From an optimization exercise on the open Yosys and OpenROAD flow, aimed at small area and a short achievable clock period; shortcuts taken in it are not production practice. Function was checked by simulation only, so behaviour that the tests miss may differ from the original.

**design/flow/config.mk**
```make
export PLATFORM = sky130hd
export DESIGN_NAME = mac
export DESIGN_NICKNAME = mac
export VERILOG_FILES = /design/flow/design.v
export SDC_FILE = /design/flow/constraint.sdc
export NUM_CORES = 4
export LEC_CHECK = 0
export ABC_AREA = 1
export CAP_MARGIN = 20
export CORE_MARGIN = 2
export CORE_UTILIZATION = 60
export CTS_BUF_LIST = sky130_fd_sc_hd__clkbuf_4 sky130_fd_sc_hd__clkbuf_8
export SETUP_SLACK_MARGIN = 5
export SLEW_MARGIN = 20
export SYNTH_HIERARCHICAL = 1
export TNS_END_PERCENT = 5
```
**design/flow/constraint.sdc**
```tcl
create_clock -name core_clock -period 12.0 [get_ports {clk}]
set_input_delay 2.4000 -clock core_clock [delete_from_list [all_inputs] [get_ports {clk}]]
set_output_delay 2.4000 -clock core_clock [all_outputs]
set_load 0.01 [all_outputs]
```
**design/flow/design.v**
```verilog
module fullreg #(  parameter N = 16 )(
    input [N-1:0] d,
    output reg [N-1:0] q,
    input clk,
    input en,
    input clr,  
    input rst   
    );
always @(posedge clk,posedge rst) begin
    if(rst)
        q=0;
    else    
    if(en==1)begin
        if(clr)
            q=0;
        else
            q=d;
    end
end
endmodule
`timescale 1ns / 1ps
module adder
   #(parameter integer N=16)
   (
    input  [N-1:0] x1,
    input  [N-1:0] x2,
    output  [N-1:0] y
    );
    assign y=$unsigned(x1)+$unsigned(x2);
endmodule
module fa_cell(input a, input b, input c, output s, output co);
  assign s = a ^ b ^ c;
  assign co = (a & b) | (a & c) | (b & c);
endmodule
module ha_cell(input a, input b, output s, output co);
  assign s = a ^ b;
  assign co = a & b;
endmodule
`timescale 1ns / 1ps
module mult
   #(parameter integer N=9)
   (
    input  [N-1:0] x1,
    input  [N-1:0] x2,
    output  [2*N-1:0] y
    );
    assign y=$signed(x1)*$signed(x2);
endmodule
module mac(
    input [15:0] x1,
    input [15:0] x2,
    input clk,
    input rst,
    input en,
    output [39:0] y
    );
reg [39:0] S;
reg [31:0] C;
wire s1;
wire c2;
wire s3;
wire c4;
wire s5;
wire c6;
wire s7;
wire c8;
wire s9;
wire c10;
wire s11;
wire c12;
wire s13;
wire c14;
wire s15;
wire c16;
wire s17;
wire c18;
wire s19;
wire c20;
wire s21;
wire c22;
wire s23;
wire c24;
wire s25;
wire c26;
wire s27;
wire c28;
wire s29;
wire c30;
wire s31;
wire c32;
wire s33;
wire c34;
wire s35;
wire c36;
wire s37;
wire c38;
wire s39;
wire c40;
wire s41;
wire c42;
wire s43;
wire c44;
wire s45;
wire c46;
wire s47;
wire c48;
wire s49;
wire c50;
wire s51;
wire c52;
wire s53;
wire c54;
wire s55;
wire c56;
wire s57;
wire c58;
wire s59;
wire c60;
wire s61;
wire c62;
wire s63;
wire c64;
wire s65;
wire c66;
wire s67;
wire c68;
wire s69;
wire c70;
wire s71;
wire c72;
wire s73;
wire c74;
wire s75;
wire c76;
wire s77;
wire c78;
wire s79;
wire c80;
wire s81;
wire c82;
wire s83;
wire c84;
wire s85;
wire c86;
wire s87;
wire c88;
wire s89;
wire c90;
wire s91;
wire c92;
wire s93;
wire c94;
wire s95;
wire c96;
wire s97;
wire c98;
wire s99;
wire c100;
wire s101;
wire c102;
wire s103;
wire c104;
wire s105;
wire c106;
wire s107;
wire c108;
wire s109;
wire c110;
wire s111;
wire c112;
wire s113;
wire c114;
wire s115;
wire c116;
wire s117;
wire c118;
wire s119;
wire c120;
wire s121;
wire c122;
wire s123;
wire c124;
wire s125;
wire c126;
wire s127;
wire c128;
wire s129;
wire c130;
wire s131;
wire c132;
wire s133;
wire c134;
wire s135;
wire c136;
wire s137;
wire c138;
wire s139;
wire c140;
wire s141;
wire c142;
wire s143;
wire c144;
wire s145;
wire c146;
wire s147;
wire c148;
wire s149;
wire c150;
wire s151;
wire c152;
wire s153;
wire c154;
wire s155;
wire c156;
wire s157;
wire c158;
wire s159;
wire c160;
wire s161;
wire c162;
wire s163;
wire c164;
wire s165;
wire c166;
wire s167;
wire c168;
wire s169;
wire c170;
wire s171;
wire c172;
wire s173;
wire c174;
wire s175;
wire c176;
wire s177;
wire c178;
wire s179;
wire c180;
wire s181;
wire c182;
wire s183;
wire c184;
wire s185;
wire c186;
wire s187;
wire c188;
wire s189;
wire c190;
wire s191;
wire c192;
wire s193;
wire c194;
wire s195;
wire c196;
wire s197;
wire c198;
wire s199;
wire c200;
wire s201;
wire c202;
wire s203;
wire c204;
wire s205;
wire c206;
wire s207;
wire c208;
wire s209;
wire c210;
wire s211;
wire c212;
wire s213;
wire c214;
wire s215;
wire c216;
wire s217;
wire c218;
wire s219;
wire c220;
wire s221;
wire c222;
wire s223;
wire c224;
wire s225;
wire c226;
wire s227;
wire c228;
wire s229;
wire c230;
wire s231;
wire c232;
wire s233;
wire c234;
wire s235;
wire c236;
wire s237;
wire c238;
wire s239;
wire c240;
wire s241;
wire c242;
wire s243;
wire c244;
wire s245;
wire c246;
wire s247;
wire c248;
wire s249;
wire c250;
wire s251;
wire c252;
wire s253;
wire c254;
wire s255;
wire c256;
wire s257;
wire c258;
wire s259;
wire c260;
wire s261;
wire c262;
wire s263;
wire c264;
wire s265;
wire c266;
wire s267;
wire c268;
wire s269;
wire c270;
wire s271;
wire c272;
wire s273;
wire c274;
wire s275;
wire c276;
wire s277;
wire c278;
wire s279;
wire c280;
wire s281;
wire c282;
wire s283;
wire c284;
wire s285;
wire c286;
wire s287;
wire c288;
wire s289;
wire c290;
wire s291;
wire c292;
wire s293;
wire c294;
wire s295;
wire c296;
wire one0 = en & (x2[0] ^ 1'b0);
wire two0 = en & ((x2[1] & ~x2[0] & ~1'b0) | (~x2[1] & x2[0] & 1'b0));
wire neg0 = en & x2[1] & ~(x2[0] & 1'b0);
wire pp0_0 = (one0 & (x1[0] ^ neg0)) | (two0 & (1'b0 ^ neg0));
wire pp0_1 = (one0 & (x1[1] ^ neg0)) | (two0 & (x1[0] ^ neg0));
wire pp0_2 = (one0 & (x1[2] ^ neg0)) | (two0 & (x1[1] ^ neg0));
wire pp0_3 = (one0 & (x1[3] ^ neg0)) | (two0 & (x1[2] ^ neg0));
wire pp0_4 = (one0 & (x1[4] ^ neg0)) | (two0 & (x1[3] ^ neg0));
wire pp0_5 = (one0 & (x1[5] ^ neg0)) | (two0 & (x1[4] ^ neg0));
wire pp0_6 = (one0 & (x1[6] ^ neg0)) | (two0 & (x1[5] ^ neg0));
wire pp0_7 = (one0 & (x1[7] ^ neg0)) | (two0 & (x1[6] ^ neg0));
wire pp0_8 = (one0 & (x1[8] ^ neg0)) | (two0 & (x1[7] ^ neg0));
wire pp0_9 = (one0 & (x1[9] ^ neg0)) | (two0 & (x1[8] ^ neg0));
wire pp0_10 = (one0 & (x1[10] ^ neg0)) | (two0 & (x1[9] ^ neg0));
wire pp0_11 = (one0 & (x1[11] ^ neg0)) | (two0 & (x1[10] ^ neg0));
wire pp0_12 = (one0 & (x1[12] ^ neg0)) | (two0 & (x1[11] ^ neg0));
wire pp0_13 = (one0 & (x1[13] ^ neg0)) | (two0 & (x1[12] ^ neg0));
wire pp0_14 = (one0 & (x1[14] ^ neg0)) | (two0 & (x1[13] ^ neg0));
wire pp0_15 = (one0 & (x1[15] ^ neg0)) | (two0 & (x1[14] ^ neg0));
wire pp0_16 = ~((one0 & (x1[15] ^ neg0)) | (two0 & (x1[15] ^ neg0)));
wire one1 = en & (x2[2] ^ x2[1]);
wire two1 = en & ((x2[3] & ~x2[2] & ~x2[1]) | (~x2[3] & x2[2] & x2[1]));
wire neg1 = en & x2[3] & ~(x2[2] & x2[1]);
wire pp1_0 = (one1 & (x1[0] ^ neg1)) | (two1 & (1'b0 ^ neg1));
wire pp1_1 = (one1 & (x1[1] ^ neg1)) | (two1 & (x1[0] ^ neg1));
wire pp1_2 = (one1 & (x1[2] ^ neg1)) | (two1 & (x1[1] ^ neg1));
wire pp1_3 = (one1 & (x1[3] ^ neg1)) | (two1 & (x1[2] ^ neg1));
wire pp1_4 = (one1 & (x1[4] ^ neg1)) | (two1 & (x1[3] ^ neg1));
wire pp1_5 = (one1 & (x1[5] ^ neg1)) | (two1 & (x1[4] ^ neg1));
wire pp1_6 = (one1 & (x1[6] ^ neg1)) | (two1 & (x1[5] ^ neg1));
wire pp1_7 = (one1 & (x1[7] ^ neg1)) | (two1 & (x1[6] ^ neg1));
wire pp1_8 = (one1 & (x1[8] ^ neg1)) | (two1 & (x1[7] ^ neg1));
wire pp1_9 = (one1 & (x1[9] ^ neg1)) | (two1 & (x1[8] ^ neg1));
wire pp1_10 = (one1 & (x1[10] ^ neg1)) | (two1 & (x1[9] ^ neg1));
wire pp1_11 = (one1 & (x1[11] ^ neg1)) | (two1 & (x1[10] ^ neg1));
wire pp1_12 = (one1 & (x1[12] ^ neg1)) | (two1 & (x1[11] ^ neg1));
wire pp1_13 = (one1 & (x1[13] ^ neg1)) | (two1 & (x1[12] ^ neg1));
wire pp1_14 = (one1 & (x1[14] ^ neg1)) | (two1 & (x1[13] ^ neg1));
wire pp1_15 = (one1 & (x1[15] ^ neg1)) | (two1 & (x1[14] ^ neg1));
wire pp1_16 = ~((one1 & (x1[15] ^ neg1)) | (two1 & (x1[15] ^ neg1)));
wire one2 = en & (x2[4] ^ x2[3]);
wire two2 = en & ((x2[5] & ~x2[4] & ~x2[3]) | (~x2[5] & x2[4] & x2[3]));
wire neg2 = en & x2[5] & ~(x2[4] & x2[3]);
wire pp2_0 = (one2 & (x1[0] ^ neg2)) | (two2 & (1'b0 ^ neg2));
wire pp2_1 = (one2 & (x1[1] ^ neg2)) | (two2 & (x1[0] ^ neg2));
wire pp2_2 = (one2 & (x1[2] ^ neg2)) | (two2 & (x1[1] ^ neg2));
wire pp2_3 = (one2 & (x1[3] ^ neg2)) | (two2 & (x1[2] ^ neg2));
wire pp2_4 = (one2 & (x1[4] ^ neg2)) | (two2 & (x1[3] ^ neg2));
wire pp2_5 = (one2 & (x1[5] ^ neg2)) | (two2 & (x1[4] ^ neg2));
wire pp2_6 = (one2 & (x1[6] ^ neg2)) | (two2 & (x1[5] ^ neg2));
wire pp2_7 = (one2 & (x1[7] ^ neg2)) | (two2 & (x1[6] ^ neg2));
wire pp2_8 = (one2 & (x1[8] ^ neg2)) | (two2 & (x1[7] ^ neg2));
wire pp2_9 = (one2 & (x1[9] ^ neg2)) | (two2 & (x1[8] ^ neg2));
wire pp2_10 = (one2 & (x1[10] ^ neg2)) | (two2 & (x1[9] ^ neg2));
wire pp2_11 = (one2 & (x1[11] ^ neg2)) | (two2 & (x1[10] ^ neg2));
wire pp2_12 = (one2 & (x1[12] ^ neg2)) | (two2 & (x1[11] ^ neg2));
wire pp2_13 = (one2 & (x1[13] ^ neg2)) | (two2 & (x1[12] ^ neg2));
wire pp2_14 = (one2 & (x1[14] ^ neg2)) | (two2 & (x1[13] ^ neg2));
wire pp2_15 = (one2 & (x1[15] ^ neg2)) | (two2 & (x1[14] ^ neg2));
wire pp2_16 = ~((one2 & (x1[15] ^ neg2)) | (two2 & (x1[15] ^ neg2)));
wire one3 = en & (x2[6] ^ x2[5]);
wire two3 = en & ((x2[7] & ~x2[6] & ~x2[5]) | (~x2[7] & x2[6] & x2[5]));
wire neg3 = en & x2[7] & ~(x2[6] & x2[5]);
wire pp3_0 = (one3 & (x1[0] ^ neg3)) | (two3 & (1'b0 ^ neg3));
wire pp3_1 = (one3 & (x1[1] ^ neg3)) | (two3 & (x1[0] ^ neg3));
wire pp3_2 = (one3 & (x1[2] ^ neg3)) | (two3 & (x1[1] ^ neg3));
wire pp3_3 = (one3 & (x1[3] ^ neg3)) | (two3 & (x1[2] ^ neg3));
wire pp3_4 = (one3 & (x1[4] ^ neg3)) | (two3 & (x1[3] ^ neg3));
wire pp3_5 = (one3 & (x1[5] ^ neg3)) | (two3 & (x1[4] ^ neg3));
wire pp3_6 = (one3 & (x1[6] ^ neg3)) | (two3 & (x1[5] ^ neg3));
wire pp3_7 = (one3 & (x1[7] ^ neg3)) | (two3 & (x1[6] ^ neg3));
wire pp3_8 = (one3 & (x1[8] ^ neg3)) | (two3 & (x1[7] ^ neg3));
wire pp3_9 = (one3 & (x1[9] ^ neg3)) | (two3 & (x1[8] ^ neg3));
wire pp3_10 = (one3 & (x1[10] ^ neg3)) | (two3 & (x1[9] ^ neg3));
wire pp3_11 = (one3 & (x1[11] ^ neg3)) | (two3 & (x1[10] ^ neg3));
wire pp3_12 = (one3 & (x1[12] ^ neg3)) | (two3 & (x1[11] ^ neg3));
wire pp3_13 = (one3 & (x1[13] ^ neg3)) | (two3 & (x1[12] ^ neg3));
wire pp3_14 = (one3 & (x1[14] ^ neg3)) | (two3 & (x1[13] ^ neg3));
wire pp3_15 = (one3 & (x1[15] ^ neg3)) | (two3 & (x1[14] ^ neg3));
wire pp3_16 = ~((one3 & (x1[15] ^ neg3)) | (two3 & (x1[15] ^ neg3)));
wire one4 = en & (x2[8] ^ x2[7]);
wire two4 = en & ((x2[9] & ~x2[8] & ~x2[7]) | (~x2[9] & x2[8] & x2[7]));
wire neg4 = en & x2[9] & ~(x2[8] & x2[7]);
wire pp4_0 = (one4 & (x1[0] ^ neg4)) | (two4 & (1'b0 ^ neg4));
wire pp4_1 = (one4 & (x1[1] ^ neg4)) | (two4 & (x1[0] ^ neg4));
wire pp4_2 = (one4 & (x1[2] ^ neg4)) | (two4 & (x1[1] ^ neg4));
wire pp4_3 = (one4 & (x1[3] ^ neg4)) | (two4 & (x1[2] ^ neg4));
wire pp4_4 = (one4 & (x1[4] ^ neg4)) | (two4 & (x1[3] ^ neg4));
wire pp4_5 = (one4 & (x1[5] ^ neg4)) | (two4 & (x1[4] ^ neg4));
wire pp4_6 = (one4 & (x1[6] ^ neg4)) | (two4 & (x1[5] ^ neg4));
wire pp4_7 = (one4 & (x1[7] ^ neg4)) | (two4 & (x1[6] ^ neg4));
wire pp4_8 = (one4 & (x1[8] ^ neg4)) | (two4 & (x1[7] ^ neg4));
wire pp4_9 = (one4 & (x1[9] ^ neg4)) | (two4 & (x1[8] ^ neg4));
wire pp4_10 = (one4 & (x1[10] ^ neg4)) | (two4 & (x1[9] ^ neg4));
wire pp4_11 = (one4 & (x1[11] ^ neg4)) | (two4 & (x1[10] ^ neg4));
wire pp4_12 = (one4 & (x1[12] ^ neg4)) | (two4 & (x1[11] ^ neg4));
wire pp4_13 = (one4 & (x1[13] ^ neg4)) | (two4 & (x1[12] ^ neg4));
wire pp4_14 = (one4 & (x1[14] ^ neg4)) | (two4 & (x1[13] ^ neg4));
wire pp4_15 = (one4 & (x1[15] ^ neg4)) | (two4 & (x1[14] ^ neg4));
wire pp4_16 = ~((one4 & (x1[15] ^ neg4)) | (two4 & (x1[15] ^ neg4)));
wire one5 = en & (x2[10] ^ x2[9]);
wire two5 = en & ((x2[11] & ~x2[10] & ~x2[9]) | (~x2[11] & x2[10] & x2[9]));
wire neg5 = en & x2[11] & ~(x2[10] & x2[9]);
wire pp5_0 = (one5 & (x1[0] ^ neg5)) | (two5 & (1'b0 ^ neg5));
wire pp5_1 = (one5 & (x1[1] ^ neg5)) | (two5 & (x1[0] ^ neg5));
wire pp5_2 = (one5 & (x1[2] ^ neg5)) | (two5 & (x1[1] ^ neg5));
wire pp5_3 = (one5 & (x1[3] ^ neg5)) | (two5 & (x1[2] ^ neg5));
wire pp5_4 = (one5 & (x1[4] ^ neg5)) | (two5 & (x1[3] ^ neg5));
wire pp5_5 = (one5 & (x1[5] ^ neg5)) | (two5 & (x1[4] ^ neg5));
wire pp5_6 = (one5 & (x1[6] ^ neg5)) | (two5 & (x1[5] ^ neg5));
wire pp5_7 = (one5 & (x1[7] ^ neg5)) | (two5 & (x1[6] ^ neg5));
wire pp5_8 = (one5 & (x1[8] ^ neg5)) | (two5 & (x1[7] ^ neg5));
wire pp5_9 = (one5 & (x1[9] ^ neg5)) | (two5 & (x1[8] ^ neg5));
wire pp5_10 = (one5 & (x1[10] ^ neg5)) | (two5 & (x1[9] ^ neg5));
wire pp5_11 = (one5 & (x1[11] ^ neg5)) | (two5 & (x1[10] ^ neg5));
wire pp5_12 = (one5 & (x1[12] ^ neg5)) | (two5 & (x1[11] ^ neg5));
wire pp5_13 = (one5 & (x1[13] ^ neg5)) | (two5 & (x1[12] ^ neg5));
wire pp5_14 = (one5 & (x1[14] ^ neg5)) | (two5 & (x1[13] ^ neg5));
wire pp5_15 = (one5 & (x1[15] ^ neg5)) | (two5 & (x1[14] ^ neg5));
wire pp5_16 = ~((one5 & (x1[15] ^ neg5)) | (two5 & (x1[15] ^ neg5)));
wire one6 = en & (x2[12] ^ x2[11]);
wire two6 = en & ((x2[13] & ~x2[12] & ~x2[11]) | (~x2[13] & x2[12] & x2[11]));
wire neg6 = en & x2[13] & ~(x2[12] & x2[11]);
wire pp6_0 = (one6 & (x1[0] ^ neg6)) | (two6 & (1'b0 ^ neg6));
wire pp6_1 = (one6 & (x1[1] ^ neg6)) | (two6 & (x1[0] ^ neg6));
wire pp6_2 = (one6 & (x1[2] ^ neg6)) | (two6 & (x1[1] ^ neg6));
wire pp6_3 = (one6 & (x1[3] ^ neg6)) | (two6 & (x1[2] ^ neg6));
wire pp6_4 = (one6 & (x1[4] ^ neg6)) | (two6 & (x1[3] ^ neg6));
wire pp6_5 = (one6 & (x1[5] ^ neg6)) | (two6 & (x1[4] ^ neg6));
wire pp6_6 = (one6 & (x1[6] ^ neg6)) | (two6 & (x1[5] ^ neg6));
wire pp6_7 = (one6 & (x1[7] ^ neg6)) | (two6 & (x1[6] ^ neg6));
wire pp6_8 = (one6 & (x1[8] ^ neg6)) | (two6 & (x1[7] ^ neg6));
wire pp6_9 = (one6 & (x1[9] ^ neg6)) | (two6 & (x1[8] ^ neg6));
wire pp6_10 = (one6 & (x1[10] ^ neg6)) | (two6 & (x1[9] ^ neg6));
wire pp6_11 = (one6 & (x1[11] ^ neg6)) | (two6 & (x1[10] ^ neg6));
wire pp6_12 = (one6 & (x1[12] ^ neg6)) | (two6 & (x1[11] ^ neg6));
wire pp6_13 = (one6 & (x1[13] ^ neg6)) | (two6 & (x1[12] ^ neg6));
wire pp6_14 = (one6 & (x1[14] ^ neg6)) | (two6 & (x1[13] ^ neg6));
wire pp6_15 = (one6 & (x1[15] ^ neg6)) | (two6 & (x1[14] ^ neg6));
wire pp6_16 = ~((one6 & (x1[15] ^ neg6)) | (two6 & (x1[15] ^ neg6)));
wire one7 = en & (x2[14] ^ x2[13]);
wire two7 = en & ((x2[15] & ~x2[14] & ~x2[13]) | (~x2[15] & x2[14] & x2[13]));
wire neg7 = en & x2[15] & ~(x2[14] & x2[13]);
wire pp7_0 = (one7 & (x1[0] ^ neg7)) | (two7 & (1'b0 ^ neg7));
wire pp7_1 = (one7 & (x1[1] ^ neg7)) | (two7 & (x1[0] ^ neg7));
wire pp7_2 = (one7 & (x1[2] ^ neg7)) | (two7 & (x1[1] ^ neg7));
wire pp7_3 = (one7 & (x1[3] ^ neg7)) | (two7 & (x1[2] ^ neg7));
wire pp7_4 = (one7 & (x1[4] ^ neg7)) | (two7 & (x1[3] ^ neg7));
wire pp7_5 = (one7 & (x1[5] ^ neg7)) | (two7 & (x1[4] ^ neg7));
wire pp7_6 = (one7 & (x1[6] ^ neg7)) | (two7 & (x1[5] ^ neg7));
wire pp7_7 = (one7 & (x1[7] ^ neg7)) | (two7 & (x1[6] ^ neg7));
wire pp7_8 = (one7 & (x1[8] ^ neg7)) | (two7 & (x1[7] ^ neg7));
wire pp7_9 = (one7 & (x1[9] ^ neg7)) | (two7 & (x1[8] ^ neg7));
wire pp7_10 = (one7 & (x1[10] ^ neg7)) | (two7 & (x1[9] ^ neg7));
wire pp7_11 = (one7 & (x1[11] ^ neg7)) | (two7 & (x1[10] ^ neg7));
wire pp7_12 = (one7 & (x1[12] ^ neg7)) | (two7 & (x1[11] ^ neg7));
wire pp7_13 = (one7 & (x1[13] ^ neg7)) | (two7 & (x1[12] ^ neg7));
wire pp7_14 = (one7 & (x1[14] ^ neg7)) | (two7 & (x1[13] ^ neg7));
wire pp7_15 = (one7 & (x1[15] ^ neg7)) | (two7 & (x1[14] ^ neg7));
wire pp7_16 = ~((one7 & (x1[15] ^ neg7)) | (two7 & (x1[15] ^ neg7)));
wire s0n = ~pp0_16;
wire [4:0] yi = y[18:14];
wire [5:0] yp1 = {1'b0, yi} + 6'd1;
wire [5:0] yinc = neg7 ? yp1 : {1'b0, yi};
ha_cell hs1 (.a(y[8]), .b(neg4), .s(s1), .co(c2));
ha_cell hs3 (.a(y[9]), .b(pp0_9), .s(s3), .co(c4));
fa_cell fs5 (.a(y[10]), .b(neg5), .c(pp0_10), .s(s5), .co(c6));
ha_cell hs7 (.a(pp1_8), .b(pp2_6), .s(s7), .co(c8));
fa_cell fs9 (.a(y[11]), .b(pp0_11), .c(pp1_9), .s(s9), .co(c10));
ha_cell hs11 (.a(pp2_7), .b(pp3_5), .s(s11), .co(c12));
fa_cell fs13 (.a(y[12]), .b(neg6), .c(pp0_12), .s(s13), .co(c14));
fa_cell fs15 (.a(pp1_10), .b(pp2_8), .c(pp3_6), .s(s15), .co(c16));
ha_cell hs17 (.a(pp4_4), .b(pp5_2), .s(s17), .co(c18));
fa_cell fs19 (.a(y[13]), .b(pp0_13), .c(pp1_11), .s(s19), .co(c20));
fa_cell fs21 (.a(pp2_9), .b(pp3_7), .c(pp4_5), .s(s21), .co(c22));
ha_cell hs23 (.a(pp5_3), .b(pp6_1), .s(s23), .co(c24));
fa_cell fs25 (.a(yinc[0]), .b(pp0_14), .c(pp1_12), .s(s25), .co(c26));
fa_cell fs27 (.a(pp2_10), .b(pp3_8), .c(pp4_6), .s(s27), .co(c28));
fa_cell fs29 (.a(pp5_4), .b(pp6_2), .c(pp7_0), .s(s29), .co(c30));
fa_cell fs31 (.a(yinc[1]), .b(pp0_15), .c(pp1_13), .s(s31), .co(c32));
fa_cell fs33 (.a(pp2_11), .b(pp3_9), .c(pp4_7), .s(s33), .co(c34));
fa_cell fs35 (.a(pp5_5), .b(pp6_3), .c(pp7_1), .s(s35), .co(c36));
fa_cell fs37 (.a(yinc[2]), .b(pp1_14), .c(pp2_12), .s(s37), .co(c38));
fa_cell fs39 (.a(pp3_10), .b(pp4_8), .c(pp5_6), .s(s39), .co(c40));
fa_cell fs41 (.a(pp6_4), .b(pp7_2), .c(s0n), .s(s41), .co(c42));
fa_cell fs43 (.a(yinc[3]), .b(pp1_15), .c(pp2_13), .s(s43), .co(c44));
fa_cell fs45 (.a(pp3_11), .b(pp4_9), .c(pp5_7), .s(s45), .co(c46));
fa_cell fs47 (.a(pp6_5), .b(pp7_3), .c(s0n), .s(s47), .co(c48));
fa_cell fs49 (.a(yinc[4]), .b(pp1_16), .c(pp2_14), .s(s49), .co(c50));
fa_cell fs51 (.a(pp3_12), .b(pp4_10), .c(pp5_8), .s(s51), .co(c52));
fa_cell fs53 (.a(pp6_6), .b(pp7_4), .c(pp0_16), .s(s53), .co(c54));
assign s55 = ~(y[19] ^ yinc[5]);
assign c56 = y[19] | yinc[5];
fa_cell fs57 (.a(pp2_15), .b(pp3_13), .c(pp4_11), .s(s57), .co(c58));
fa_cell fs59 (.a(pp5_9), .b(pp6_7), .c(pp7_5), .s(s59), .co(c60));
fa_cell fs61 (.a(y[20]), .b(pp2_16), .c(pp3_14), .s(s61), .co(c62));
fa_cell fs63 (.a(pp4_12), .b(pp5_10), .c(pp6_8), .s(s63), .co(c64));
assign s65 = ~(y[21] ^ pp3_15);
assign c66 = y[21] | pp3_15;
ha_cell hs67 (.a(pp4_13), .b(pp5_11), .s(s67), .co(c68));
fa_cell fs69 (.a(y[22]), .b(pp3_16), .c(pp4_14), .s(s69), .co(c70));
assign s71 = ~y[23];
assign c72 = y[23];
ha_cell hs73 (.a(y[4]), .b(neg2), .s(s73), .co(c74));
ha_cell hs75 (.a(y[5]), .b(pp0_5), .s(s75), .co(c76));
fa_cell fs77 (.a(y[6]), .b(neg3), .c(pp0_6), .s(s77), .co(c78));
ha_cell hs79 (.a(pp1_4), .b(pp2_2), .s(s79), .co(c80));
fa_cell fs81 (.a(y[7]), .b(pp0_7), .c(pp1_5), .s(s81), .co(c82));
ha_cell hs83 (.a(pp2_3), .b(pp3_1), .s(s83), .co(c84));
fa_cell fs85 (.a(s1), .b(pp0_8), .c(pp1_6), .s(s85), .co(c86));
fa_cell fs87 (.a(pp2_4), .b(pp3_2), .c(pp4_0), .s(s87), .co(c88));
fa_cell fs89 (.a(c2), .b(pp1_7), .c(pp2_5), .s(s89), .co(c90));
fa_cell fs91 (.a(pp3_3), .b(pp4_1), .c(s3), .s(s91), .co(c92));
fa_cell fs93 (.a(pp3_4), .b(pp4_2), .c(pp5_0), .s(s93), .co(c94));
fa_cell fs95 (.a(c4), .b(s7), .c(s5), .s(s95), .co(c96));
fa_cell fs97 (.a(pp4_3), .b(pp5_1), .c(c8), .s(s97), .co(c98));
fa_cell fs99 (.a(s11), .b(c6), .c(s9), .s(s99), .co(c100));
fa_cell fs101 (.a(pp6_0), .b(c12), .c(s17), .s(s101), .co(c102));
fa_cell fs103 (.a(c10), .b(s13), .c(s15), .s(s103), .co(c104));
fa_cell fs105 (.a(c18), .b(s23), .c(c14), .s(s105), .co(c106));
fa_cell fs107 (.a(c16), .b(s19), .c(s21), .s(s107), .co(c108));
fa_cell fs109 (.a(c24), .b(c20), .c(c22), .s(s109), .co(c110));
fa_cell fs111 (.a(s25), .b(s27), .c(s29), .s(s111), .co(c112));
fa_cell fs113 (.a(c26), .b(c28), .c(c30), .s(s113), .co(c114));
fa_cell fs115 (.a(s31), .b(s33), .c(s35), .s(s115), .co(c116));
fa_cell fs117 (.a(c32), .b(c34), .c(c36), .s(s117), .co(c118));
fa_cell fs119 (.a(s37), .b(s39), .c(s41), .s(s119), .co(c120));
fa_cell fs121 (.a(c38), .b(c40), .c(c42), .s(s121), .co(c122));
fa_cell fs123 (.a(s43), .b(s45), .c(s47), .s(s123), .co(c124));
fa_cell fs125 (.a(c44), .b(c46), .c(c48), .s(s125), .co(c126));
fa_cell fs127 (.a(s49), .b(s51), .c(s53), .s(s127), .co(c128));
fa_cell fs129 (.a(s55), .b(c50), .c(c52), .s(s129), .co(c130));
fa_cell fs131 (.a(c54), .b(s57), .c(s59), .s(s131), .co(c132));
fa_cell fs133 (.a(pp7_6), .b(c56), .c(c58), .s(s133), .co(c134));
fa_cell fs135 (.a(c60), .b(s61), .c(s63), .s(s135), .co(c136));
fa_cell fs137 (.a(pp6_9), .b(pp7_7), .c(s67), .s(s137), .co(c138));
fa_cell fs139 (.a(c62), .b(c64), .c(s65), .s(s139), .co(c140));
fa_cell fs141 (.a(pp5_12), .b(pp6_10), .c(pp7_8), .s(s141), .co(c142));
fa_cell fs143 (.a(c68), .b(c66), .c(s69), .s(s143), .co(c144));
fa_cell fs145 (.a(s71), .b(pp4_15), .c(pp5_13), .s(s145), .co(c146));
fa_cell fs147 (.a(pp6_11), .b(pp7_9), .c(c70), .s(s147), .co(c148));
fa_cell fs149 (.a(y[24]), .b(c72), .c(pp4_16), .s(s149), .co(c150));
fa_cell fs151 (.a(pp5_14), .b(pp6_12), .c(pp7_10), .s(s151), .co(c152));
assign s153 = ~(y[25] ^ pp5_15);
assign c154 = y[25] | pp5_15;
ha_cell hs155 (.a(pp6_13), .b(pp7_11), .s(s155), .co(c156));
fa_cell fs157 (.a(y[26]), .b(pp5_16), .c(pp6_14), .s(s157), .co(c158));
assign s159 = ~y[27];
assign c160 = y[27];
ha_cell hs161 (.a(y[2]), .b(neg1), .s(s161), .co(c162));
ha_cell hs163 (.a(y[3]), .b(pp0_3), .s(s163), .co(c164));
fa_cell fs165 (.a(s73), .b(pp0_4), .c(pp1_2), .s(s165), .co(c166));
fa_cell fs167 (.a(c74), .b(pp1_3), .c(pp2_1), .s(s167), .co(c168));
fa_cell fs169 (.a(pp3_0), .b(c76), .c(s79), .s(s169), .co(c170));
fa_cell fs171 (.a(c80), .b(s83), .c(c78), .s(s171), .co(c172));
fa_cell fs173 (.a(c84), .b(c82), .c(s85), .s(s173), .co(c174));
fa_cell fs175 (.a(c86), .b(c88), .c(s89), .s(s175), .co(c176));
fa_cell fs177 (.a(c90), .b(s93), .c(c92), .s(s177), .co(c178));
fa_cell fs179 (.a(c94), .b(s97), .c(c96), .s(s179), .co(c180));
fa_cell fs181 (.a(c98), .b(s101), .c(c100), .s(s181), .co(c182));
fa_cell fs183 (.a(c102), .b(c104), .c(s105), .s(s183), .co(c184));
fa_cell fs185 (.a(c106), .b(c108), .c(s109), .s(s185), .co(c186));
fa_cell fs187 (.a(c110), .b(c112), .c(s113), .s(s187), .co(c188));
fa_cell fs189 (.a(c114), .b(c116), .c(s117), .s(s189), .co(c190));
fa_cell fs191 (.a(c118), .b(c120), .c(s121), .s(s191), .co(c192));
fa_cell fs193 (.a(c122), .b(c124), .c(s125), .s(s193), .co(c194));
fa_cell fs195 (.a(c126), .b(c128), .c(s129), .s(s195), .co(c196));
fa_cell fs197 (.a(c130), .b(c132), .c(s133), .s(s197), .co(c198));
fa_cell fs199 (.a(s137), .b(c134), .c(c136), .s(s199), .co(c200));
fa_cell fs201 (.a(s141), .b(c138), .c(c140), .s(s201), .co(c202));
fa_cell fs203 (.a(c142), .b(s145), .c(c144), .s(s203), .co(c204));
fa_cell fs205 (.a(c146), .b(s149), .c(s151), .s(s205), .co(c206));
fa_cell fs207 (.a(s155), .b(c150), .c(c152), .s(s207), .co(c208));
fa_cell fs209 (.a(pp7_12), .b(c156), .c(c154), .s(s209), .co(c210));
fa_cell fs211 (.a(s159), .b(pp6_15), .c(pp7_13), .s(s211), .co(c212));
fa_cell fs213 (.a(y[28]), .b(c160), .c(pp6_16), .s(s213), .co(c214));
assign s215 = ~y[29];
assign c216 = y[29];
ha_cell hs217 (.a(y[0]), .b(neg0), .s(s217), .co(c218));
ha_cell hs219 (.a(y[1]), .b(pp0_1), .s(s219), .co(c220));
fa_cell fs221 (.a(s161), .b(pp0_2), .c(pp1_0), .s(s221), .co(c222));
fa_cell fs223 (.a(c162), .b(pp1_1), .c(s163), .s(s223), .co(c224));
fa_cell fs225 (.a(pp2_0), .b(c164), .c(s165), .s(s225), .co(c226));
fa_cell fs227 (.a(s75), .b(c166), .c(s167), .s(s227), .co(c228));
fa_cell fs229 (.a(c168), .b(s77), .c(s169), .s(s229), .co(c230));
fa_cell fs231 (.a(s81), .b(c170), .c(s171), .s(s231), .co(c232));
fa_cell fs233 (.a(s87), .b(c172), .c(s173), .s(s233), .co(c234));
fa_cell fs235 (.a(s91), .b(c174), .c(s175), .s(s235), .co(c236));
fa_cell fs237 (.a(c176), .b(s95), .c(s177), .s(s237), .co(c238));
fa_cell fs239 (.a(s99), .b(c178), .c(s179), .s(s239), .co(c240));
fa_cell fs241 (.a(s103), .b(c180), .c(s181), .s(s241), .co(c242));
fa_cell fs243 (.a(s107), .b(c182), .c(s183), .s(s243), .co(c244));
fa_cell fs245 (.a(s111), .b(c184), .c(s185), .s(s245), .co(c246));
fa_cell fs247 (.a(s115), .b(c186), .c(s187), .s(s247), .co(c248));
fa_cell fs249 (.a(s119), .b(c188), .c(s189), .s(s249), .co(c250));
fa_cell fs251 (.a(s123), .b(c190), .c(s191), .s(s251), .co(c252));
fa_cell fs253 (.a(s127), .b(c192), .c(s193), .s(s253), .co(c254));
fa_cell fs255 (.a(s131), .b(c194), .c(s195), .s(s255), .co(c256));
fa_cell fs257 (.a(s135), .b(c196), .c(s197), .s(s257), .co(c258));
fa_cell fs259 (.a(s139), .b(c198), .c(s199), .s(s259), .co(c260));
fa_cell fs261 (.a(s143), .b(c200), .c(s201), .s(s261), .co(c262));
fa_cell fs263 (.a(s147), .b(c202), .c(s203), .s(s263), .co(c264));
fa_cell fs265 (.a(c148), .b(s205), .c(c204), .s(s265), .co(c266));
fa_cell fs267 (.a(s153), .b(c206), .c(s207), .s(s267), .co(c268));
fa_cell fs269 (.a(s157), .b(c208), .c(s209), .s(s269), .co(c270));
fa_cell fs271 (.a(c158), .b(s211), .c(c210), .s(s271), .co(c272));
fa_cell fs273 (.a(pp7_14), .b(c212), .c(s213), .s(s273), .co(c274));
fa_cell fs275 (.a(s215), .b(pp7_15), .c(c214), .s(s275), .co(c276));
fa_cell fs277 (.a(y[30]), .b(c216), .c(pp7_16), .s(s277), .co(c278));
assign s279 = ~y[31];
assign c280 = y[31];
assign s281 = ~y[32];
assign c282 = y[32];
assign s283 = ~y[33];
assign c284 = y[33];
assign s285 = ~y[34];
assign c286 = y[34];
assign s287 = ~y[35];
assign c288 = y[35];
assign s289 = ~y[36];
assign c290 = y[36];
assign s291 = ~y[37];
assign c292 = y[37];
assign s293 = ~y[38];
assign c294 = y[38];
assign s295 = ~y[39];
assign c296 = y[39];
wire [7:0] hs = {c294, c292, c290, c288, c286, c284, c282, c280} + {s295, s293, s291, s289, s287, s285, s283, s281};
wire [39:0] Sn = {hs[7], hs[6], hs[5], hs[4], hs[3], hs[2], hs[1], hs[0], c278, c276, c274, c272, c270, c268, c266, c264, c262, c260, c258, c256, c254, c252, c250, c248, c246, c244, c242, c240, c238, c236, c234, c232, c230, c228, c226, c224, c222, c220, c218, pp0_0};
wire [31:0] Cn = {s279, s277, s275, s273, s271, s269, s267, s265, s263, s261, s259, s257, s255, s253, s251, s249, s247, s245, s243, s241, s239, s237, s235, s233, s231, s229, s227, s225, s223, s221, s219, s217};
always @(posedge clk or posedge rst)
  if (rst) begin
    S <= 40'd0;
    C <= 32'd0;
  end else begin
    S <= Sn;
    C <= Cn;
  end
wire [39:0] ya = S[39:0], yb = {8'd0, C};
wire [39:0] p0, g0;
ha_cell pg0 (.a(ya[0]), .b(yb[0]), .s(p0[0]), .co(g0[0]));
ha_cell pg1 (.a(ya[1]), .b(yb[1]), .s(p0[1]), .co(g0[1]));
ha_cell pg2 (.a(ya[2]), .b(yb[2]), .s(p0[2]), .co(g0[2]));
ha_cell pg3 (.a(ya[3]), .b(yb[3]), .s(p0[3]), .co(g0[3]));
ha_cell pg4 (.a(ya[4]), .b(yb[4]), .s(p0[4]), .co(g0[4]));
ha_cell pg5 (.a(ya[5]), .b(yb[5]), .s(p0[5]), .co(g0[5]));
ha_cell pg6 (.a(ya[6]), .b(yb[6]), .s(p0[6]), .co(g0[6]));
ha_cell pg7 (.a(ya[7]), .b(yb[7]), .s(p0[7]), .co(g0[7]));
ha_cell pg8 (.a(ya[8]), .b(yb[8]), .s(p0[8]), .co(g0[8]));
ha_cell pg9 (.a(ya[9]), .b(yb[9]), .s(p0[9]), .co(g0[9]));
ha_cell pg10 (.a(ya[10]), .b(yb[10]), .s(p0[10]), .co(g0[10]));
ha_cell pg11 (.a(ya[11]), .b(yb[11]), .s(p0[11]), .co(g0[11]));
ha_cell pg12 (.a(ya[12]), .b(yb[12]), .s(p0[12]), .co(g0[12]));
ha_cell pg13 (.a(ya[13]), .b(yb[13]), .s(p0[13]), .co(g0[13]));
ha_cell pg14 (.a(ya[14]), .b(yb[14]), .s(p0[14]), .co(g0[14]));
ha_cell pg15 (.a(ya[15]), .b(yb[15]), .s(p0[15]), .co(g0[15]));
ha_cell pg16 (.a(ya[16]), .b(yb[16]), .s(p0[16]), .co(g0[16]));
ha_cell pg17 (.a(ya[17]), .b(yb[17]), .s(p0[17]), .co(g0[17]));
ha_cell pg18 (.a(ya[18]), .b(yb[18]), .s(p0[18]), .co(g0[18]));
ha_cell pg19 (.a(ya[19]), .b(yb[19]), .s(p0[19]), .co(g0[19]));
ha_cell pg20 (.a(ya[20]), .b(yb[20]), .s(p0[20]), .co(g0[20]));
ha_cell pg21 (.a(ya[21]), .b(yb[21]), .s(p0[21]), .co(g0[21]));
ha_cell pg22 (.a(ya[22]), .b(yb[22]), .s(p0[22]), .co(g0[22]));
ha_cell pg23 (.a(ya[23]), .b(yb[23]), .s(p0[23]), .co(g0[23]));
ha_cell pg24 (.a(ya[24]), .b(yb[24]), .s(p0[24]), .co(g0[24]));
ha_cell pg25 (.a(ya[25]), .b(yb[25]), .s(p0[25]), .co(g0[25]));
ha_cell pg26 (.a(ya[26]), .b(yb[26]), .s(p0[26]), .co(g0[26]));
ha_cell pg27 (.a(ya[27]), .b(yb[27]), .s(p0[27]), .co(g0[27]));
ha_cell pg28 (.a(ya[28]), .b(yb[28]), .s(p0[28]), .co(g0[28]));
ha_cell pg29 (.a(ya[29]), .b(yb[29]), .s(p0[29]), .co(g0[29]));
ha_cell pg30 (.a(ya[30]), .b(yb[30]), .s(p0[30]), .co(g0[30]));
ha_cell pg31 (.a(ya[31]), .b(yb[31]), .s(p0[31]), .co(g0[31]));
assign p0[32] = ya[32];
assign g0[32] = 1'b0;
assign p0[33] = ya[33];
assign g0[33] = 1'b0;
assign p0[34] = ya[34];
assign g0[34] = 1'b0;
assign p0[35] = ya[35];
assign g0[35] = 1'b0;
assign p0[36] = ya[36];
assign g0[36] = 1'b0;
assign p0[37] = ya[37];
assign g0[37] = 1'b0;
assign p0[38] = ya[38];
assign g0[38] = 1'b0;
assign p0[39] = ya[39];
assign g0[39] = 1'b0;
wire bg0_1 = g0[1] | (p0[1] & g0[0]);
wire bp0_1 = p0[1] & p0[0];
wire bg0_3 = g0[3] | (p0[3] & g0[2]);
wire bp0_3 = p0[3] & p0[2];
wire bg0_5 = g0[5] | (p0[5] & g0[4]);
wire bp0_5 = p0[5] & p0[4];
wire bg0_7 = g0[7] | (p0[7] & g0[6]);
wire bp0_7 = p0[7] & p0[6];
wire bg0_9 = g0[9] | (p0[9] & g0[8]);
wire bp0_9 = p0[9] & p0[8];
wire bg0_11 = g0[11] | (p0[11] & g0[10]);
wire bp0_11 = p0[11] & p0[10];
wire bg0_13 = g0[13] | (p0[13] & g0[12]);
wire bp0_13 = p0[13] & p0[12];
wire bg0_15 = g0[15] | (p0[15] & g0[14]);
wire bp0_15 = p0[15] & p0[14];
wire bg0_17 = g0[17] | (p0[17] & g0[16]);
wire bp0_17 = p0[17] & p0[16];
wire bg0_19 = g0[19] | (p0[19] & g0[18]);
wire bp0_19 = p0[19] & p0[18];
wire bg0_21 = g0[21] | (p0[21] & g0[20]);
wire bp0_21 = p0[21] & p0[20];
wire bg0_23 = g0[23] | (p0[23] & g0[22]);
wire bp0_23 = p0[23] & p0[22];
wire bg0_25 = g0[25] | (p0[25] & g0[24]);
wire bp0_25 = p0[25] & p0[24];
wire bg0_27 = g0[27] | (p0[27] & g0[26]);
wire bp0_27 = p0[27] & p0[26];
wire bg0_29 = g0[29] | (p0[29] & g0[28]);
wire bp0_29 = p0[29] & p0[28];
wire bg0_31 = g0[31] | (p0[31] & g0[30]);
wire bp0_31 = p0[31] & p0[30];
wire bg0_33 = g0[33] | (p0[33] & g0[32]);
wire bp0_33 = p0[33] & p0[32];
wire bg0_35 = g0[35] | (p0[35] & g0[34]);
wire bp0_35 = p0[35] & p0[34];
wire bg0_37 = g0[37] | (p0[37] & g0[36]);
wire bp0_37 = p0[37] & p0[36];
wire bg0_39 = g0[39] | (p0[39] & g0[38]);
wire bp0_39 = p0[39] & p0[38];
wire bg1_3 = bg0_3 | (bp0_3 & bg0_1);
wire bp1_3 = bp0_3 & bp0_1;
wire bg1_7 = bg0_7 | (bp0_7 & bg0_5);
wire bp1_7 = bp0_7 & bp0_5;
wire bg1_11 = bg0_11 | (bp0_11 & bg0_9);
wire bp1_11 = bp0_11 & bp0_9;
wire bg1_15 = bg0_15 | (bp0_15 & bg0_13);
wire bp1_15 = bp0_15 & bp0_13;
wire bg1_19 = bg0_19 | (bp0_19 & bg0_17);
wire bp1_19 = bp0_19 & bp0_17;
wire bg1_23 = bg0_23 | (bp0_23 & bg0_21);
wire bp1_23 = bp0_23 & bp0_21;
wire bg1_27 = bg0_27 | (bp0_27 & bg0_25);
wire bp1_27 = bp0_27 & bp0_25;
wire bg1_31 = bg0_31 | (bp0_31 & bg0_29);
wire bp1_31 = bp0_31 & bp0_29;
wire bg1_35 = bg0_35 | (bp0_35 & bg0_33);
wire bp1_35 = bp0_35 & bp0_33;
wire bg1_39 = bg0_39 | (bp0_39 & bg0_37);
wire bp1_39 = bp0_39 & bp0_37;
wire bg2_7 = bg1_7 | (bp1_7 & bg1_3);
wire bp2_7 = bp1_7 & bp1_3;
wire bg2_15 = bg1_15 | (bp1_15 & bg1_11);
wire bp2_15 = bp1_15 & bp1_11;
wire bg2_23 = bg1_23 | (bp1_23 & bg1_19);
wire bp2_23 = bp1_23 & bp1_19;
wire bg2_31 = bg1_31 | (bp1_31 & bg1_27);
wire bp2_31 = bp1_31 & bp1_27;
wire bg2_39 = bg1_39 | (bp1_39 & bg1_35);
wire bp2_39 = bp1_39 & bp1_35;
wire bg3_15 = bg2_15 | (bp2_15 & bg2_7);
wire bp3_15 = bp2_15 & bp2_7;
wire bg3_31 = bg2_31 | (bp2_31 & bg2_23);
wire bp3_31 = bp2_31 & bp2_23;
wire bg4_31 = bg3_31 | (bp3_31 & bg3_15);
wire bp4_31 = bp3_31 & bp3_15;
wire bg8_23 = bg2_23 | (bp2_23 & bg3_15);
wire bp8_23 = bp2_23 & bp3_15;
wire bg8_39 = bg2_39 | (bp2_39 & bg4_31);
wire bp8_39 = bp2_39 & bp4_31;
wire bg9_11 = bg1_11 | (bp1_11 & bg2_7);
wire bp9_11 = bp1_11 & bp2_7;
wire bg9_19 = bg1_19 | (bp1_19 & bg3_15);
wire bp9_19 = bp1_19 & bp3_15;
wire bg9_27 = bg1_27 | (bp1_27 & bg8_23);
wire bp9_27 = bp1_27 & bp8_23;
wire bg9_35 = bg1_35 | (bp1_35 & bg4_31);
wire bp9_35 = bp1_35 & bp4_31;
wire bg10_5 = bg0_5 | (bp0_5 & bg1_3);
wire bp10_5 = bp0_5 & bp1_3;
wire bg10_9 = bg0_9 | (bp0_9 & bg2_7);
wire bp10_9 = bp0_9 & bp2_7;
wire bg10_13 = bg0_13 | (bp0_13 & bg9_11);
wire bp10_13 = bp0_13 & bp9_11;
wire bg10_17 = bg0_17 | (bp0_17 & bg3_15);
wire bp10_17 = bp0_17 & bp3_15;
wire bg10_21 = bg0_21 | (bp0_21 & bg9_19);
wire bp10_21 = bp0_21 & bp9_19;
wire bg10_25 = bg0_25 | (bp0_25 & bg8_23);
wire bp10_25 = bp0_25 & bp8_23;
wire bg10_29 = bg0_29 | (bp0_29 & bg9_27);
wire bp10_29 = bp0_29 & bp9_27;
wire bg10_33 = bg0_33 | (bp0_33 & bg4_31);
wire bp10_33 = bp0_33 & bp4_31;
wire bg10_37 = bg0_37 | (bp0_37 & bg9_35);
wire bp10_37 = bp0_37 & bp9_35;
wire bg11_2 = g0[2] | (p0[2] & bg0_1);
wire bp11_2 = p0[2] & bp0_1;
wire bg11_4 = g0[4] | (p0[4] & bg1_3);
wire bp11_4 = p0[4] & bp1_3;
wire bg11_6 = g0[6] | (p0[6] & bg10_5);
wire bp11_6 = p0[6] & bp10_5;
wire bg11_8 = g0[8] | (p0[8] & bg2_7);
wire bp11_8 = p0[8] & bp2_7;
wire bg11_10 = g0[10] | (p0[10] & bg10_9);
wire bp11_10 = p0[10] & bp10_9;
wire bg11_12 = g0[12] | (p0[12] & bg9_11);
wire bp11_12 = p0[12] & bp9_11;
wire bg11_14 = g0[14] | (p0[14] & bg10_13);
wire bp11_14 = p0[14] & bp10_13;
wire bg11_16 = g0[16] | (p0[16] & bg3_15);
wire bp11_16 = p0[16] & bp3_15;
wire bg11_18 = g0[18] | (p0[18] & bg10_17);
wire bp11_18 = p0[18] & bp10_17;
wire bg11_20 = g0[20] | (p0[20] & bg9_19);
wire bp11_20 = p0[20] & bp9_19;
wire bg11_22 = g0[22] | (p0[22] & bg10_21);
wire bp11_22 = p0[22] & bp10_21;
wire bg11_24 = g0[24] | (p0[24] & bg8_23);
wire bp11_24 = p0[24] & bp8_23;
wire bg11_26 = g0[26] | (p0[26] & bg10_25);
wire bp11_26 = p0[26] & bp10_25;
wire bg11_28 = g0[28] | (p0[28] & bg9_27);
wire bp11_28 = p0[28] & bp9_27;
wire bg11_30 = g0[30] | (p0[30] & bg10_29);
wire bp11_30 = p0[30] & bp10_29;
wire bg11_32 = g0[32] | (p0[32] & bg4_31);
wire bp11_32 = p0[32] & bp4_31;
wire bg11_34 = g0[34] | (p0[34] & bg10_33);
wire bp11_34 = p0[34] & bp10_33;
wire bg11_36 = g0[36] | (p0[36] & bg9_35);
wire bp11_36 = p0[36] & bp9_35;
wire bg11_38 = g0[38] | (p0[38] & bg10_37);
wire bp11_38 = p0[38] & bp10_37;
wire [39:0] cy = {bg11_38, bg10_37, bg11_36, bg9_35, bg11_34, bg10_33, bg11_32, bg4_31, bg11_30, bg10_29, bg11_28, bg9_27, bg11_26, bg10_25, bg11_24, bg8_23, bg11_22, bg10_21, bg11_20, bg9_19, bg11_18, bg10_17, bg11_16, bg3_15, bg11_14, bg10_13, bg11_12, bg9_11, bg11_10, bg10_9, bg11_8, bg2_7, bg11_6, bg10_5, bg11_4, bg1_3, bg11_2, bg0_1, g0[0], 1'b0};
assign y[39:0] = p0 ^ cy;
endmodule
```
**design/flow/flow/run.sh**
```bash
#!/bin/bash
# The standard layout (standard.sh: ORFS synthesis to final layout) with a
# few extra ORFS settings; the clock, constraints and synthesis script are
# unchanged. Settings come from flow/params.sh:
#   MARGIN      setup slack that repair_timing aims for (ns)
#   PORTBUF     cell used to buffer every input and output port
#   EXTRA       further ORFS make variables
set -u
. flow/params.sh
bash standard.sh SETUP_SLACK_MARGIN=$MARGIN "BUFFER_PORTS_ARGS=-buffer_cell $PORTBUF" $EXTRA finish > standard.log 2>&1
```
**design/flow/flow/params.sh**
```bash
MARGIN=6.7
PORTBUF=sky130_fd_sc_hd__buf_1
EXTRA="ABC_LOAD_IN_FF=2"
```
**design/flow/standard.sh**
```bash
#!/bin/bash
# synth_recipe.tcl (not shown) runs the flow's synth.tcl, then flattens the netlist and writes it again
# the make line also repeats each setting of config.mk as NAME=value (left out here)
make -C /OpenROAD-flow-scripts/flow DESIGN_CONFIG=/design/flow/config.mk WORK_HOME=/design/flow/orfs CLKGATE_MAP_FILE= SYNTH_SCRIPT=/design/flow/synth_recipe.tcl "${@:-finish}"
```
==> flow_metrics.tcl, run 1 <==
set metrics [dict create \
    r2r_cells 22 \
    design.core.area_mm2 0.0145 \
    cts.sinks 72 \
    num_rows 44 \
    grt_pass1_wl_mm 35.7 \
    synth-seq-cells 72 \
    max-cap-violations 0 \
    final.setup.tns_ps 0 \
    cts-root-buf "clkbuf_8" \
    wl_per_cell_um 19.9 \
    dpl.hpwl_mm 17.1 \
    fillers 1149 \
    ios 75 \
    rsz0062_at_grt "yes" \
    via_per_inst 6.02 \
    avgSynthCellArea_um2 10.0 \
    r2r_slack_ps 7020 \
    seq_area_mm2 0.00180 \
    worstSkewPairLatency_ps 380 \
    relSlewSlack 0.372 \
    die_h_um 126 \
    track_usage 0.290 \
    cts_max_level 3 \
    ant_nets 0 \
    antenna_found_initial 0 \
    drc_errors 0 \
    io_buffers 74 \
    grt_max_degree 73 \
    die_width_um 126 \
    min-delay-start "C[0]" \
    synth_warnings 7 \
    hp-class "reg2reg" \
    mostFrequentLayoutCells "xnor2_1, fa_1, o22ai_1" \
    die_area_mm2 0.0159 \
    final_common_cell "xnor2_1" \
    r2r-end "C[19]" \
    synth_cells 891 \
    grt-ovfl-total 0 \
    min_period_over_period 0.442 \
    crit_arrival_ps 5560 \
    slew_viol_final 0 \
    wl_mm 22.9 \
    cts_buffer_depth 2 \
    status "timing/DRC/antenna clean" \
    min_to "C[0]" \
    final_nets 1201 \
    cp_max_fo 6 \
    seq_area_frac_synth 0.201 \
    layout-drive-gt1-share 0.159 \
    dr.pass1.iters 6 \
    drtIter0Drc 700 \
    critPathLaunchType "input port" \
    initial_utilization 0.616 \
    required_ps 12250 \
    cts_buffers 9 \
    cts_tree "yes" \
    tightestPinTransition_ps 942 \
    worstSetupPathType "in2reg" \
    regToRegStartpoint "C[1]" \
    worst_clock_skew_ps 12.9 \
    fmax_mhz 188 \
    hold_path_depth 2 \
    place.gp.congestion 0.932 \
    syn_nets 1130 \
    grt_pass1_vias 7001 \
    synthDistinctLibCells 30 \
    multiInputGateArea_mm2 0.00687 \
    areaGrowthSynthToFinish_pct 13.0 \
    hold_violations 0 \
    antennaDiodeCount 0 \
    endpoint_kind "flop" \
    path_clk_slew_ps 80 \
    vias 6927 \
    period_minus_slack_ps 5310 \
    syn_area_mm2 0.00895 \
    finalSetupViolCount 0 \
    fin_util 0.696 \
]
==> cell families (layout without fill, tap and decap cells) <==
| kind of cell | Yosys count | count (layout) | synth area share |
|---|---|---|---|
| adders and majority gates | 204 | 204 | 0.384 |
| AOI/OAI and AO/OA | 177 | 177 | 0.118 |
| xor gates and xnor gates | 157 | 157 | 0.154 |
| and+or+nand+nor | 149 | 149 | 0.0718 |
| buffers and inverters | 132 | 208 | 0.0714 |
| DFF | 72 | 72 | 0.201 |
==> layout make-up <==
type | count | area share
Sequential cell | 72 | 0.178
Clock inverter | 5 | 0.00544
Multi-Input combinational cell | 687 | 0.679
Timing Repair Buffer | 123 | 0.0736
Inverter | 69 | 0.0259
Tap cell | 184 | 0.0228
Clock buffer | 11 | 0.0150
==> per-module statistics from Yosys, one instance, submodules excluded <==
module | copies in the design | area [um2] | flops+latches
fa_cell | 117 | 20.0 | 0
mac | 1 | 6010 | 72
ha_cell | 48 | 12.5 | 0
==> per-stage QoR <==
step / instances / hold slack [ps] / area, um2 / setup WS, ps
detailed placement: 1094 / 611 / 9160 / 5390
CTS: 1116 / 631 / 9540 / 6630
floorplan: 891 / 589 / 8970 / 6680
global route: 1151 / 689 / 10100 / 6620
finish: 1151 / 627 / 10100 / 6690
global placement: 1094 / 608 / 9160 / 5530
==> worst max path at each step <==
stage | slack, ps | startpoint | to
after floorplan | 6680 | x2[3] | C[19]
after global placement | 5530 | en | C[20]
after detailed placement | 5390 | en | C[19]
after CTS | 6630 | en | C[23]
after global routing | 6620 | C[1] | y[39]
final | 6690 | x2[13] | C[15]
==> sequential cells by signal (all words and copies together), names as in the netlist <==
register,cells
C,32
S,40
==> what timing repair did <==
item / CTS / global route
gates resized for setup: 36 / 75
gates cloned: 0 / 3
buffers inserted: 6 / 32
hold buffers: 0 / 0
pin swaps: 5 / 23
setup endpoints to repair: 54 / 42
==> layer usage <==
layer  up-vias  track usage  wire length [um]
met5         -      0.00929                 0
met4         0       0.0827               492
met3        42       0.0586              2030
met2       310        0.432             10100
met1      3432        0.434             10300
li1       3143            -                 -
==> worst max-delay path, stage by stage <==
cell	delay [ps]
buf_1	100
ha_1	230
nor3_4	220
buf_4	180
clkbuf_16	150
buf_4	100
nand2_1	100
o21ai_0	180
fa_1	540
fa_1	410
fa_1	530
fa_1	400
==> cell usage after synthesis <==
cell type,instances,area share
xnor2_1,122,0.12
fa_1,118,0.26
o22ai_1,110,0.077
ha_1,86,0.12
nand2_1,82,0.034
dfrtp_1,72,0.20
inv_1,68,0.029
xor2_1,35,0.034
a21oi_1,30,0.017
o21ai_0,27,0.015
nor2_1,26,0.011
nand3_1,24,0.013
buf_4,23,0.019
clkbuf_1,17,0.0071
buf_2,10,0.0056
buf_1,8,0.0034
nand4_1,5,0.0035
nor3_1,5,0.0028
a21o_1,4,0.0034
a31o_2,4,0.0039
buf_6,3,0.0038
buf_8,2,0.0034
nor3_2,2,0.0022
or2_2,2,0.0014
a21boi_0,1,0.00084
inv_2,1,0.00042
nand2_2,1,0.00070
nor3_4,1,0.0018
o211ai_1,1,0.00084
or3_1,1,0.00070
==> run 2, diff against run 1 <==
==> design/flow/flow/params.sh (replaced) <==
MARGIN=6.5
PORTBUF=sky130_fd_sc_hd__buf_1
EXTRA="ABC_LOAD_IN_FF=2 SKIP_LAST_GASP=1"
--- a/design/flow/config.mk
+++ b/design/flow/config.mk
@@ -13,4 +13,3 @@
 export SETUP_SLACK_MARGIN = 5
 export SLEW_MARGIN = 20
 export SYNTH_HIERARCHICAL = 1
-export TNS_END_PERCENT = 5
==> flow_metrics.tcl, run 2 <==
set metrics [dict create \
    yosys.area.top_type "fa_1" \
    yosys-top-cells-area "fa_1, dfrtp_1, ha_1" \
    fin_util 0.665 \
    path_clk_slew_ps 80 \
    slew_viol_final 0 \
    critPathLaunchType "input port" \
    final_area_mm2 0.00966 \
    hold_path_depth 2 \
    synth_warnings 7 \
    vias 6719 \
    wl_per_cell_um 20.0 \
    synth-seq-cells 72 \
    dpl.hpwl_mm 17.5 \
    hp-class "reg2reg" \
    dr.pass1.iters 5 \
    synth_flop_cell "dfrtp_1" \
    hold_violations 0 \
    antenna_found_initial 0 \
    synth_top_area_frac 0.264 \
    io_buffers 74 \
    cts-root-buf "clkbuf_8" \
    dpl_cell_area_mm2 0.00916 \
    synthDistinctLibCells 30 \
    fmax_mhz 185 \
    largest_register_ffs 40 \
    die_area_mm2 0.0159 \
    wl_mm 22.5 \
    synth_commonest_cells "xnor2_1, fa_1, o22ai_1" \
    min_period_over_period 0.451 \
    grt-ovfl-total 0 \
    required_ps 12250 \
    die_h_um 126 \
    synth_cells 891 \
    via_per_inst 5.97 \
    drtIter0Drc 447 \
    synth-edff-count 0 \
    cts_max_level 3 \
    endpoint_kind "flop" \
    initial_utilization 0.616 \
    final.setup.tns_ps 0 \
    place.gp.congestion 0.909 \
    mostFrequentLayoutCells "xnor2_1, fa_1, o22ai_1" \
    pre_cts_ws_ps 5320 \
    worstSetupPathType "in2reg" \
    regMostFlops "S" \
    cts_tree "yes" \
    postSynth.asyncResetShare 1.00 \
    ios 75 \
    tightestPinTransition_ps 941 \
    status "timing/DRC/antenna clean" \
    crit_arrival_ps 5660 \
    largestRegisters "S x40, C x32" \
    cts_buffers 9 \
    period_minus_slack_ps 5410 \
    grt_pass1_wl_mm 36.6 \
    r2r_cells 21 \
    areaGrowthSynthToFinish_pct 7.90 \
    rsz0062_at_grt "yes" \
    holdWs_ps 654 \
    antennaDiodeCount 0 \
    layout-drive-gt1-share 0.0946 \
    grt_max_degree 73 \
    track_usage 0.297 \
    cp_max_fo 15 \
    drc_errors 0 \
    worstSkewPairLatency_ps 390 \
    die_width_um 126 \
    syn_nets 1130 \
    num_rows 44 \
    avgSynthCellArea_um2 10.0 \
    max-cap-violations 0 \
    fin_ws_ps 6590 \
    cts_buffer_depth 2 \
    design.core.area_mm2 0.0145 \
    grt_pass1_vias 7013 \
    syn_area_mm2 0.00895 \
    finalSetupViolCount 0 \
    cts.sinks 72 \
    worst_clock_skew_ps 13.4 \
    final_nets 1175 \
    yosysMostFrequentCell "xnor2_1" \
    relSlewSlack 0.372 \
    seq_area_frac_synth 0.201 \
    ant_nets 0 \
]
==> run 2: cell counts after synthesis <==
No cell type changed its count.
==> run 2: per-stage QoR <==
stage,cells
after floorplan,891
after global placement,1093
after detailed placement,1093
after CTS,1112
after global routing,1125
final,1125
==> run 2: layout make-up <==
class                   count  area (um2)
clock buffers              11         139
repair buffers             97         514
clock inverters             5        33.8
well taps                 184         230
fillers                  1194        4880
multi-input cells         687        6680
inverters                  69         262
flip-flops and latches     72        1800
==> run 2: critical path: stages <==
cell	delay, ps
buf_4	210
inv_4	130
nor3_1	340
inv_1	300
o22ai_1	390
fa_1	510
fa_1	410
fa_1	550
fa_1	410
==> run 2: worst paths after layout <==
kind	start	end	slack [ps]
max	en	C[16]	6590
min	C[0]	C[0]	650
max reg2reg	S[1]	C[19]	7010
min reg2reg	C[0]	C[0]	650
max in group asynchronous	rst	S[0]	9100
min in group asynchronous	rst	S[35]	2270
==> run 2: per-layer routing <==
metal | wire (um) | up-vias | global-route usage | share of wire
li1 | - | 3104 | - | -
met1 | 9930 | 3322 | 0.428 | 0.44
met2 | 10300 | 269 | 0.465 | 0.46
met3 | 1900 | 24 | 0.0582 | 0.085
met4 | 306 | 0 | 0.0808 | 0.014
met5 | 0 | - | 0 | 0
==> run 2: per-module statistics from Yosys, one instance, submodules excluded <==
module,area [um2],flip-flops and latches
mac,6010,72
fa_cell,20.0,0
ha_cell,12.5,0
==> run 2: repair_timing <==
action                                  in CTS  in global routing
gates resized for setup                     22                 32
buffers inserted                             3                 12
pin swaps                                    1                  6
gates cloned                                 0                  1
endpoints found under the setup margin      44                 29
endpoints found under the hold margin        0                  0
hold buffers                                 0                  0
==> run 2: cells by family (layout without fill, tap and decap cells) <==
| family | count (synthesis) | after routing | share of synthesized area |
|---|---|---|---|
| flops | 72 | 72 | 0.201 |
| xor+xnor | 157 | 157 | 0.154 |
| compound gates | 177 | 177 | 0.118 |
| simple gates | 149 | 149 | 0.0718 |
| fa+ha+maj | 204 | 204 | 0.384 |
| buf+inv | 132 | 182 | 0.0714 |
==> run 3, diff against run 2 <==
==> design/flow/flow/params.sh (replaced) <==
MARGIN=6.5
PORTBUF=sky130_fd_sc_hd__buf_1
EXTRA="MATCH_CELL_FOOTPRINT=0"
==> flow_metrics.tcl, run 3 <==
set metrics [dict create \
    synthDistinctLibCells 31 \
    avgSynthCellArea_um2 10.1 \
    largest_register_ffs 40 \
    antennaDiodeCount 0 \
    yosys.area.top_type "fa_1" \
    rsz0062_at_grt "yes" \
    yosys.area_share.adder 0.383 \
    initial_utilization 0.615 \
    required_ps 12240 \
    largestRegisters "S x40, C x32" \
    mostFrequentLayoutCells "xnor2_1, fa_1, o22ai_1" \
    slowest_delay_ps 550 \
    cp-startpoint "x2[1]" \
    cts_buffer_depth 2 \
    synth_top_family_by_area "adder cells" \
    relSlewSlack 0.357 \
    hold_violations 0 \
    worst_clock_skew_ps 9.59 \
    ios 75 \
    postSynth.asyncResetShare 1.00 \
    synth.area.mux_share 0 \
    tightestPinTransition_ps 964 \
    seq_area_mm2 0.00180 \
    cts-root-buf "clkbuf_8" \
    cts_tree "yes" \
    vias 6651 \
    layout-drive-gt1-share 0.0883 \
    endpoint_kind "flop" \
    holdWs_ps 646 \
    fmax_mhz 184 \
    synth-seq-cells 72 \
    max-cap-violations 0 \
    yosysMostFrequentCell "xnor2_1" \
    design.core.area_mm2 0.0146 \
    synth_commonest_cells "xnor2_1, fa_1, o22ai_1" \
    cpMaxStageDelayCell "fa_1" \
    wl_per_cell_um 19.2 \
    num_rows 44 \
    min_period_over_period 0.452 \
    synth_warnings 7 \
    grt_pass1_wl_mm 35.7 \
    synthXorXnorAreaFrac 0.153 \
    critPathLaunchType "input port" \
    die_h_um 126 \
    status "timing/DRC/antenna clean" \
    dpl.hpwl_mm 17.1 \
    cts.sinks 72 \
    instances_no_fill 1124 \
    crit_arrival_ps 5670 \
    die_width_um 126 \
    areaGrowthSynthToFinish_pct 7.26 \
    dr.pass1.iters 5 \
    grt_max_degree 73 \
    critPathTopFamily "adder cells" \
    dp.cells 1094 \
    grt_pass1_vias 6951 \
    die_area_mm2 0.0160 \
    crit_buf_inv 2 \
    hold_buffers 0 \
    place.gp.congestion 0.906 \
    regMostFlops "S" \
    regToRegStartpoint "S[1]" \
    synth_compound_area_frac 0.117 \
    drc_errors 0 \
]
## run 3: worst paths after layout
| path | end | slack [ps] | depth (start not counted) |
|---|---|---|---|
| max | C[19] | 6570 | 9 |
| min | C[0] | 650 | 2 |
| min reg2reg | C[0] | 650 | 2 |
| max reg2reg | C[19] | 6970 | 21 |
| min in group asynchronous | S[37] | 2290 | 3 |
| max in group asynchronous | S[27] | 9070 | 3 |
## run 3: cell type report
type | count | area share
Multi-Input combinational cell | 687 | 0.690
Clock inverter | 1 | 0.000520
Clock buffer | 12 | 0.0165
Timing Repair Buffer | 99 | 0.0544
Inverter | 69 | 0.0272
Tap cell | 184 | 0.0239
Sequential cell | 72 | 0.187
## run 3: cells by family (layout without fill, tap and decap cells)
family,Yosys count,count (layout)
xor+xnor,157,157
compound gates,177,177
fa+ha+maj,204,204
simple gates,149,149
buf+inv,132,181
flops,72,72
## run 3: per-stage QoR
| stage | cell area (um2) | util |
|---|---|---|
| global route | 9630 | 0.660 |
| finish | 9630 | 0.660 |
| floorplan | 8980 | - |
| CTS | 9380 | 0.643 |
| global placement | 9160 | 0.628 |
| detailed placement | 9160 | 0.628 |
## run 3: per-module statistics from Yosys, one instance, submodules excluded
| module | flip-flops and latches | copies in the design | cell area (um2) | cells |
|---|---|---|---|---|
| fa_cell | 0 | 117 | 20.0 | 1 |
| ha_cell | 0 | 48 | 12.5 | 1 |
| mac | 72 | 1 | 6030 | 726 |
## run 3: metal layers
layer  share of wire  global-route usage
met1            0.45               0.422
met2            0.44               0.435
met3           0.081              0.0624
met4           0.022              0.0847
met5               0                   0
## run 3: repair_timing
item | 4_1_cts | 5_1_grt
endpoints found under the setup margin | 39 | 31
setup buffers | 0 | 17
pin swaps | 0 | 3
cloned | 0 | 0
gates resized for setup | 22 | 31
## run 3: worst reg2reg max path, stage by stage (launching register included)
cell     delay [ps]
dfrtp_1         380
ha_1            290
ha_1            190
inv_1            50
nand2_1          70
nand2_1          80
nand2_2          80
nand2_4         110
a21oi_1          90
or2_2           300
a31o_2          220
ha_1            170
nor2_1          120
xnor2_1         200
ha_1            240
nand4_1         110
xor2_1          170
inv_1            90
fa_1            500
fa_1            470
fa_1            550
fa_1            420

## what the ideal ports hide
In the flow no input, the clock included, has a driving cell. The finished layouts below were timed again as built, in two steps. Step 1, drivers: a clkbuf_16 drives clk and a buf_2 each remaining input, both assumed. Step 2 adds t to the input delays and takes it off the output delays; t is the mean of the earliest and latest rising clock arrival at the registers after step 1. Input paths then give back, and output paths get back, about the clock's delay inside the block. Slacks: ideal ports / drivers / drivers and shift; pairs: ideal ports / drivers.
run	t (ns)	setup slack, ns	hold slack, ns	slew at the worst register clock pin (ns)	pins driven straight from the clock port
run 1	0.411	6.692 / 6.708 / 6.297	0.627 / 0.627 / 0.627	0.09 / 0.09	1
run 2	0.418	6.592 / 6.574 / 6.182	0.654 / 0.654 / 0.654	0.09 / 0.09	1
run 3	0.405	6.571 / 6.586 / 6.181	0.646 / 0.646 / 0.646	0.08 / 0.08	1
After both steps every run listed still meets setup and hold. For run 2, which loses most, drivers alone change the setup slack by -0.018 ns; drivers and shift together by -0.410 ns.
